Context: an optimization exercise on an open-source flow, tuned for small area, a short achievable clock period and few clock cycles per item. The choices shown serve that exercise and are no tape-out recipe. Where RTL was checked, it was by simulation tests only, not by an equivalence proof against the original. Function not checked in run 2: the RTL went through the layout flow alone. Power figures rest on the tool's default switching activity, not on a simulated workload.

==> flow/design.v (outline; a module is shown in full before it is edited, if it fits) <==
// module fpm: 1060 lines
// module fpm_fa: 4 lines
module fpm(
  input clk,
  input rst,
  input [31:0] number_in,
  input number_a_valid,
  output number_a_ready,
  input number_b_valid,
  output number_b_ready,
  output [31:0] number_out,
  output result_valid
);
  // ...
==> flow/flow/run.sh <==
#!/bin/bash
set -euo pipefail
bash standard.sh SETUP_SLACK_MARGIN=5.5 BUFFER_PORTS_ARGS=-buffer_cell\ sky130_fd_sc_hd__buf_1 CTS_ARGS=-sink_clustering_enable\ -repair_clock_nets\ -dont_use_dummy_load\ -buf_list\ sky130_fd_sc_hd__clkbuf_16\ -sink_clustering_size\ 35\ -sink_clustering_max_diameter\ 80 finish > standard.log 2>&1
==> flow/standard.sh <==
#!/bin/bash
# synth_recipe.tcl (not shown) runs the flow's synth.tcl, then flattens the netlist and writes it again
# the make line also repeats each setting of config.mk as NAME=value (left out here)
make -C /OpenROAD-flow-scripts/flow DESIGN_CONFIG=/design/flow/config.mk WORK_HOME=/design/flow/orfs CLKGATE_MAP_FILE= SYNTH_SCRIPT=/design/flow/synth_recipe.tcl "${@:-finish}"
==> flow/config.mk <==
export PLATFORM = sky130hd
export DESIGN_NAME = fpm
export DESIGN_NICKNAME = fpm
export VERILOG_FILES = /design/flow/design.v
export SDC_FILE = /design/flow/constraint.sdc
export NUM_CORES = 4
export LEC_CHECK = 0
export CAP_MARGIN = 20
export CORE_MARGIN = 2
export CORE_UTILIZATION = 40
export SETUP_SLACK_MARGIN = 5
export SLEW_MARGIN = 20
export SYNTH_HIERARCHICAL = 1
==> flow/constraint.sdc <==
create_clock -name core_clock -period 9.0 [get_ports {clk}]
set_input_delay 1.8000 -clock core_clock [delete_from_list [all_inputs] [get_ports {clk}]]
set_output_delay 1.8000 -clock core_clock [all_outputs]
set_load 0.01 [all_outputs]
==> impl_metrics.toml, run 1 <==
[critical_path]
path_cells = "buf_6 > nand2_1 > fa_1 > fa_1 > fa_1 > fa_1 > fa_1"
critPathLaunch = "mm[7]"
reg2reg_depth = 7
critPathLaunchType = "flip-flop"
critPathBufInv = 1
worst-path-stages = 7

[pwr]
p_sw_mw = 4.46
seqPwrFrac_pct = 21.3
finalPower_mw = 9.65
maxPowerGroup = "combinational cells"

[layout]
reg_top3 = "tcn (36), tsn (36)"
clock_buffers = 18
mostFrequentLayoutCell = "nand2_1"
antennaDiodeCount = 1
num-nonclk-inverters = 91
seq_cells = 255
largestClassByArea = "multi-input combinational cells"
buf_share_pct = 5.65

[synthesis]
synth_common_cells = "nand2_1 (370), fa_1 (285), dfxtp_1 (175)"
synth_compound_area_share_pct = 7.80
ys_seq_area_share_pct = 29.6
synth_flop_cell = "dfxtp_1"
synth_top_family_by_area = "adder cells"
post-synth-top-count-cell = "nand2_1"
yosys_warnings = 7

[min_path]
hp-start = "s2_s"
min_to = "out[31]"

[sta]
slew_headroom_pct = 40.4
setup_viol = 0
tns_ns = 0
min_period_over_period_pct = 37.9
min_period_ns = 3.41
drv_slew = 0

[placement]
pre_cts_ws_ns = 5.13
port_buffers = 70

[route]
vias = 14685
dr.pass1.iters = 6

[global_route]
met2_usage_pct = 35.7
grt_pass1_wl_mm = 84.9
met3_usage_pct = 4.27
use_met1_pct = 27.5
grt-ovfl-total = 0

[run]
cap_violations = 0

[outcome]
status = "no timing/DRC/antenna violations"

[floorplan]
num_io_pins = 71
Testbench counts, summed over its fixed seeds: cycles 6,440, items 3,200.
==> run 2: changes to the inputs <==
--- a/flow/design.v
+++ b/flow/design.v
@@ -951,39 +951,86 @@
   wire t884, t885;
   fpm_fa u_t884 (.a(t815), .b(t333), .c(t334), .s(t884), .co(t885));
   assign tree_sn = {1'b1, t885, t883, t881, t879, t877, t875, t873, t871, t869, t867, t865, t863, t861, t859, t857, t855, t853, t851, t849, t847, t845, t843, t841, t839, t837, t835, t833, t831, t829, t827, t825, t823, t821, t819, t817, t816};
   assign tree_cn = {1'b1, t335, t884, t882, t880, t878, t876, t874, t872, t870, t868, t866, t864, t862, t860, t858, t856, t854, t852, t850, t848, t846, t844, t842, t840, t838, t836, t834, t832, t830, t828, t826, t824, t822, t820, t818, t3};
   wire [9:0] ex = {2'b00, ea | {7'd0, ~ha}} + {2'b00, eb | {7'd0, ~hb_e}} - 10'd126 - {5'd0, k};
   wire x_nan = a_nan | b_nan | (a_inf & b_zero) | (b_inf & a_zero);
   wire x_inf = (a_inf | b_inf) & ~x_nan;
   wire x_zero = (a_zero | b_zero) & ~x_nan & ~x_inf;
-  wire [13:0] lo = {1'b0, ~tsn[12:0]} + {1'b0, ~tcn[12:0]};
+  wire [12:0] lo_a = ~tsn[12:0];
+  wire [12:0] lo_b = ~tcn[12:0];
+  wire [12:0] lo_p = lo_a ^ lo_b;
+  wire [12:0] lo_g = lo_a & lo_b;
+  wire [12:0] lo_k = lo_a | lo_b;
+  wire [13:0] lo_c;
+  assign lo_c[0] = 1'b0;
+  genvar gl;
+  generate
+    for (gl = 0; gl < 13; gl = gl + 1) begin : g_lo
+      assign lo_c[gl+1] = lo_g[gl] | (lo_p[gl] & lo_c[gl]);
+    end
+  endgenerate
+  wire lo_nz = |(lo_p ^ {lo_k[11:0], 1'b0});
   wire [34:0] phn = tsn[34:0] + tcn[34:0] + {34'd0, ~c13};
   wire [34:0] ph = ~phn;   
   wire        p47 = ph[34];
   wire [25:0] sig_z = p47 ? {ph[34:10], stlo | |ph[9:0]} : {ph[33:9], stlo | |ph[8:0]};
-  wire [9:0]  s1_em1 = s1_e - 10'd1;
+  wire [10:0] em1_b;
+  wire [9:0]  s1_em1;
+  assign em1_b[0] = 1'b1;
+  generate
+    for (gl = 0; gl < 10; gl = gl + 1) begin : g_em1
+      assign s1_em1[gl] = s1_e[gl] ^ em1_b[gl];
+      assign em1_b[gl+1] = em1_b[gl] & ~s1_e[gl];
+    end
+  endgenerate
   wire [9:0]  e_z = p47 ? s1_e : s1_em1;
-  wire        le0_z = p47 ? (s1_e[9] | (s1_e == 10'd0)) : (s1_em1[9] | (s1_em1 == 10'd0));
+  wire        le0_z = s1_e[9] | (~|s1_e[8:1] & (~s1_e[0] | ~p47));
   wire busy = vw & ~s2_nan & ~s2_inf & ~s2_zero & le0;
   wire [22:0] mant = sig[24:2];
   wire        inc  = sig[1] & (sig[0] | mant[0]);
   wire [9:0]  fe   = e & {10{sig[25]}};
-  wire [32:0] rnd  = {fe, mant} + {32'd0, inc};
-  wire        ovf  = rnd[32:23] >= 10'd255;
+  wire [32:0] rnd_x = {fe, mant};
+  wire [33:0] rnd_c;
+  wire [32:0] rnd;
+  assign rnd_c[0] = inc;
+  generate
+    for (gl = 0; gl < 33; gl = gl + 1) begin : g_rnd
+      assign rnd[gl] = rnd_x[gl] ^ rnd_c[gl];
+      assign rnd_c[gl+1] = rnd_c[gl] & rnd_x[gl];
+    end
+  endgenerate
+  wire        ovf  = rnd[32] | rnd[31] | &rnd[30:23];
   wire [31:0] res_w = s2_nan  ? {s2_s, 31'h7fc00000} :
                       s2_zero ? {s2_s, 31'd0} :
                       (s2_inf | ovf) ? {s2_s, 8'hff, 23'd0} :
                       {s2_s, rnd[30:0]};
+  wire [10:0] einc_c;
+  wire [9:0]  e_inc;
+  assign einc_c[0] = 1'b1;
+  generate
+    for (gl = 0; gl < 10; gl = gl + 1) begin : g_einc
+      assign e_inc[gl] = e[gl] ^ einc_c[gl];
+      assign einc_c[gl+1] = einc_c[gl] & e[gl];
+    end
+  endgenerate
   wire phase_n = a_fire | (phase & ~b_fire);
   wire nrm_a_n = b_fire ? go_a : (nrm_a & ~ra[22]);
   wire nrm_b_n = b_fire ? go_b : (nrm_b & ~rb[22]);
-  wire [8:0] esum = {1'b0, ea | {7'd0, ~ha}} + {1'b0, eb | {7'd0, ~hb_e}};
-  wire slow_set = vx & ((k != 5'd0) | (esum <= 9'd127));
+  wire [7:0] ea1 = ea | {7'd0, ~ha};
+  wire [7:0] eb1 = eb | {7'd0, ~hb_e};
+  wire [7:0] es_c;
+  assign es_c[0] = 1'b0;
+  generate
+    for (gl = 0; gl < 7; gl = gl + 1) begin : g_es
+      assign es_c[gl+1] = (ea1[gl] & eb1[gl]) | ((ea1[gl] | eb1[gl]) & es_c[gl]);
+    end
+  endgenerate
+  wire slow_set = vx & ((k != 5'd0) | (~ea1[7] & ~eb1[7] & ~es_c[7]));
   wire slow_n = slow_set | (slow & ~(vw & ~busy & ~vx & ~vy & ~vz & ~normalising));
   always @(posedge clk) begin
     if (ar_q)
       ra <= number_in;
     else if (nrm_a) begin
       ra[22:0] <= {ra[21:0], 1'b0};
       if (ra[22]) ra[30:23] <= 8'd1;
     end
@@ -995,42 +1042,42 @@
     end
     if (phase)
       hb <= |ein;
     else if (nrm_b & rb[22])
       hb <= 1'b1;
     if (phase)
       k <= 5'd0;
     else if (normalising)
-      k <= k + 5'd1;
+      k <= {k[4] ^ &k[3:0], k[3] ^ &k[2:0], k[2] ^ &k[1:0], k[1] ^ k[0], ~k[0]};
     if (vx) begin
       s1_e <= ex;
       s1_s <= (ra[31] ^ rb[31]) & ~(a_nan | b_nan);
       s1_nan <= x_nan;
       s1_inf <= x_inf;
       s1_zero <= x_zero;
     end
     tsn <= tree_sn;
     tcn <= tree_cn;
-    c13 <= lo[13];
-    stlo <= |lo[12:0];
+    c13 <= lo_c[13];
+    stlo <= lo_nz;
     if (vx)
       mm <= {2'b00, ma[23:13]};
     else if (nrm_a)
       mm <= {ra[11:0], 1'b0};
     else
       mm <= ra[12:0];
     if (!busy) begin
       sig <= sig_z;
       e <= e_z;
       le0 <= le0_z;
       s2_s <= s1_s;
     end else begin
       sig <= {1'b0, sig[25:2], sig[1] | sig[0]};
-      e <= e + 10'd1;
+      e <= e_inc;
       le0 <= e[9];
     end
     s2_nan <= s1_nan & ~busy;
     s2_inf <= s1_inf & ~busy;
     s2_zero <= s1_zero & ~busy;
     out <= res_w;
     if (rst == 0) begin
       phase <= 1'b0;
==> impl_metrics.toml, run 2 <==
[placement]
pre_cts_ws_ns = 2.24
dp_cells = 2422
gp_congestion = 0.856
port_buffers = 70
placed_area_sq_um = 20600
dp_hpwl_mm = 36.0

[critical_path]
r2r_start = "sig[2]"
critPathLaunch = "sig[2]"
reg2reg_to = "out[5]"
reg2reg_depth = 38
crit_slowest_cell = "dfxtp_2"
critPathLaunchType = "flip-flop"
cp_data_required_time_ns = 9.48
r2r_setup_slack_ns = 2.87
cpPeakStageDelay_ns = 0.31
crit_end = "out[5]"
cp.arrival_ns = 6.61
path_class = "flip-flop to flip-flop"
path_max_fanout = 12
end_kind = "flip-flop"
cpMostUsedCell = "ha_4"

[route]
drc = 0
avgRoutedWirePerCell_um = 20.4
avgViaCountPerCell = 5.39
wirelength_mm = 51.7
dr.pass1.iters = 5
ant_nets = 0
dr.first_iter.drc_count = 1005
vias = 13626

[pwr]
power_density_nw_per_um2 = 439
ir_drop_v = 0.000224
p_leak_nw = 8.55

[layout]
finalNonFillerCells = 2530
stdcell_area_sq_um = 22300
most-common-layout-cells = "nand2_1 (334), fa_1 (290), dfxtp_1 (166)"
reg_top3 = "tcn (36), tsn (36)"
fillers = 4435
final_nets = 2364
layout-drive-gt1-share_pct = 13.9
syn2layout_area_growth_pct = 14.9
mostFrequentLayoutCell = "nand2_1"
final_core_util_pct = 46.6

[floorplan]
num_io_pins = 71
row_count = 80
die_x_um = 224
dieArea_sq_um = 50300
start_util_pct = 40.6
core_sq_um = 47800
die_h_um = 224

[global_route]
antenna_found_initial = 0
grt-ovfl-total = 0
grt_use_total_pct = 20.9
grt_pass1_vias = 14764
grt_max_degree = 65
grt_pass1_wl_mm = 81.5

[clock_tree]
insertion_delay_ns = 0.55
h-tree-depth = 1
cts_root_buf = "clkbuf_16"
clock-sinks = 255
cts_tree = "yes"
clockBufferDepth = 3
clk_pin_slew_ns = 0.10
cts_inserted_buffers = 20

[synthesis]
ys_seq_area_share_pct = 30.4
ys_ff_latch = 255
synth-edff-count = 80
syn_avg_cell_area_sq_um = 10.7
synth_common_cells = "nand2_1 (334), fa_1 (294), dfxtp_1 (175)"
synth_top_area_share_pct = 30.3
yosys_warnings = 7
synth_area_sq_um = 19400
synth_top_area_cell = "fa_1"
synth_cell_types = 73
synthCells = 1807
synth_area_leaders = "fa_1 (30%), dfxtp_1 (18%), edfxtp_1 (12%)"
post-synth-top-count-cell = "nand2_1"
synth_flop_cell = "dfxtp_1"
synthArstFlopShare_pct = 0

[sta]
tns_ns = 0
max_freq_ghz = 0.163
setup_viol = 0
fin_ws_ns = 2.87
slew_headroom_pct = 25.1
grt_setup_unrepaired = "true"
tightest_slew_ns = 1.12
fin_skew_ns = 0.0663
min_period_over_period_pct = 68.1
drv_slew = 0
min_period_ns = 6.13
hold_violations = 0

[min_path]
min_path_type = "flip-flop to flip-flop"

[outcome]
status = "no timing/DRC/antenna violations"

[run]
cap_violations = 0
[run 2: cell count changes after synthesis, sizes merged, moves of 14 or more]
| cell | delta |
|---|---|
| nand2 | -36 |
| mux2 | -21 |
| xor2 | -15 |
| o21ai | -38 |
| nand3 | -32 |
| ha | +42 |
| and2 | +27 |
| nor3 | +14 |
| xnor2 | -29 |
| nor2 | -17 |
| a21oi | -27 |
[run 2: timing repair]
action                                 4_1_cts  5_1_grt
hold buffers                                 0        0
endpoints found under the hold margin        0        0
gates cloned                                 4        0
resized for setup                           15       26
setup endpoints to repair                  115       91
pin swaps                                   12       13
buffers inserted                            70       12
[run 2: worst min path at each step]
stage | startpoint | endpoint | depth (start not counted)
after floorplan | s2_s | out[31] | 0
after global placement | s2_s | out[31] | 0
after CTS | s2_s | out[31] | 0
final | s2_s | out[31] | 0
after global routing | s2_s | out[31] | 0
after detailed placement | s2_s | out[31] | 0
[run 2: cell families after synthesis]
logic type      share of synthesized area [%]
compound gates                           7.03
xor+xnor                                 2.16
fa+ha+maj                                38.2
buf+inv                                  3.59
flops                                    30.4
mux                                      3.46
other cells                            0.0193
simple gates                             15.2
[run 2: Yosys stat by module, one instance, submodules excluded]
module | flip-flops and latches | times used
fpm_fa | 0 | 275
fpm | 255 | 1
[run 2: final cells by class]
class | count | area, sq um | area share (%)
sequential | 255 | 5930 | 26.6
timing repair buffer | 164 | 1350 | 6.07
clock buffer | 20 | 500 | 2.24
multi-input combinational | 1388 | 13400 | 60.1
antenna | 2 | 5.00 | 0.0224
inverter | 86 | 328 | 1.47
tap | 615 | 769 | 3.45
[run 2: stage by stage]
step / hold slack [ns] / power (mW)
floorplan: 0.323 / 6.84
global placement: 0.407 / 8.45
detailed placement: 0.408 / 8.60
CTS: 0.369 / 9.69
global route: 0.377 / 10.8
finish: 0.371 / 9.78
[run 2: worst max-delay path: cells and delay by family, from the launching register on]
family | cells | cell delay, ns
buf+inv | 1 | 0.14
fa+ha+maj | 31 | 4.67
compound gates | 1 | 0.15
simple gates | 4 | 0.61
xor+xnor | 1 | 0.13
flops | 1 | 0.31
[run 2: power by group]
group	internal, mW	switching [mW]	leakage (nW)
Sequential	1.72	0.367	2.23
Combinational	3.16	3.75	6.07
Clock	0.393	0.401	0.246
[run 2: layer usage]
| layer | global-route usage (%) | wire length, um | vias up |
|---|---|---|---|
| met4 | 6.64 | 1720 | 0 |
| met1 | 28.4 | 22600 | 6779 |
| met3 | 4.05 | 3780 | 118 |
| met2 | 33.7 | 23600 | 540 |
| met5 | 0 | 0 | - |
| li1 | - | - | 6189 |

-- static timing again, ports no longer ideal --
The flow's constraints put no driver on any port. The routed layouts listed below were extracted and timed again, unchanged, in two steps.
Step 1, drivers: a clkbuf_16 drives clk and a buf_2 each remaining input, both assumed.
Step 2 moves the port delays by t, midway between the first and last clock arrival at a register: inputs arrive t later, outputs are due t later. That takes back most of the time a late clock gives input paths.
a / b / c = no drivers / after step 1 / after step 2; a / b = the first two.
| run | t (ns) | setup slack, ns | clock arrival spread, ns | worst slew at a driven data input, ns | pins driven straight from the clock port |
|---|---|---|---|---|---|
| run 1 | 0.571 | 5.590 / 5.590 / 5.463 | 0.066 / 0.065 | 0.05 | 1 |
| run 2 | 0.567 | 2.871 / 2.871 / 2.871 | 0.067 / 0.066 | 0.05 | 1 |
After both steps setup and hold are still met in every run listed. The setup slack of run 1, which loses most, moves by 0.000 ns with the drivers and by -0.127 ns with both steps.
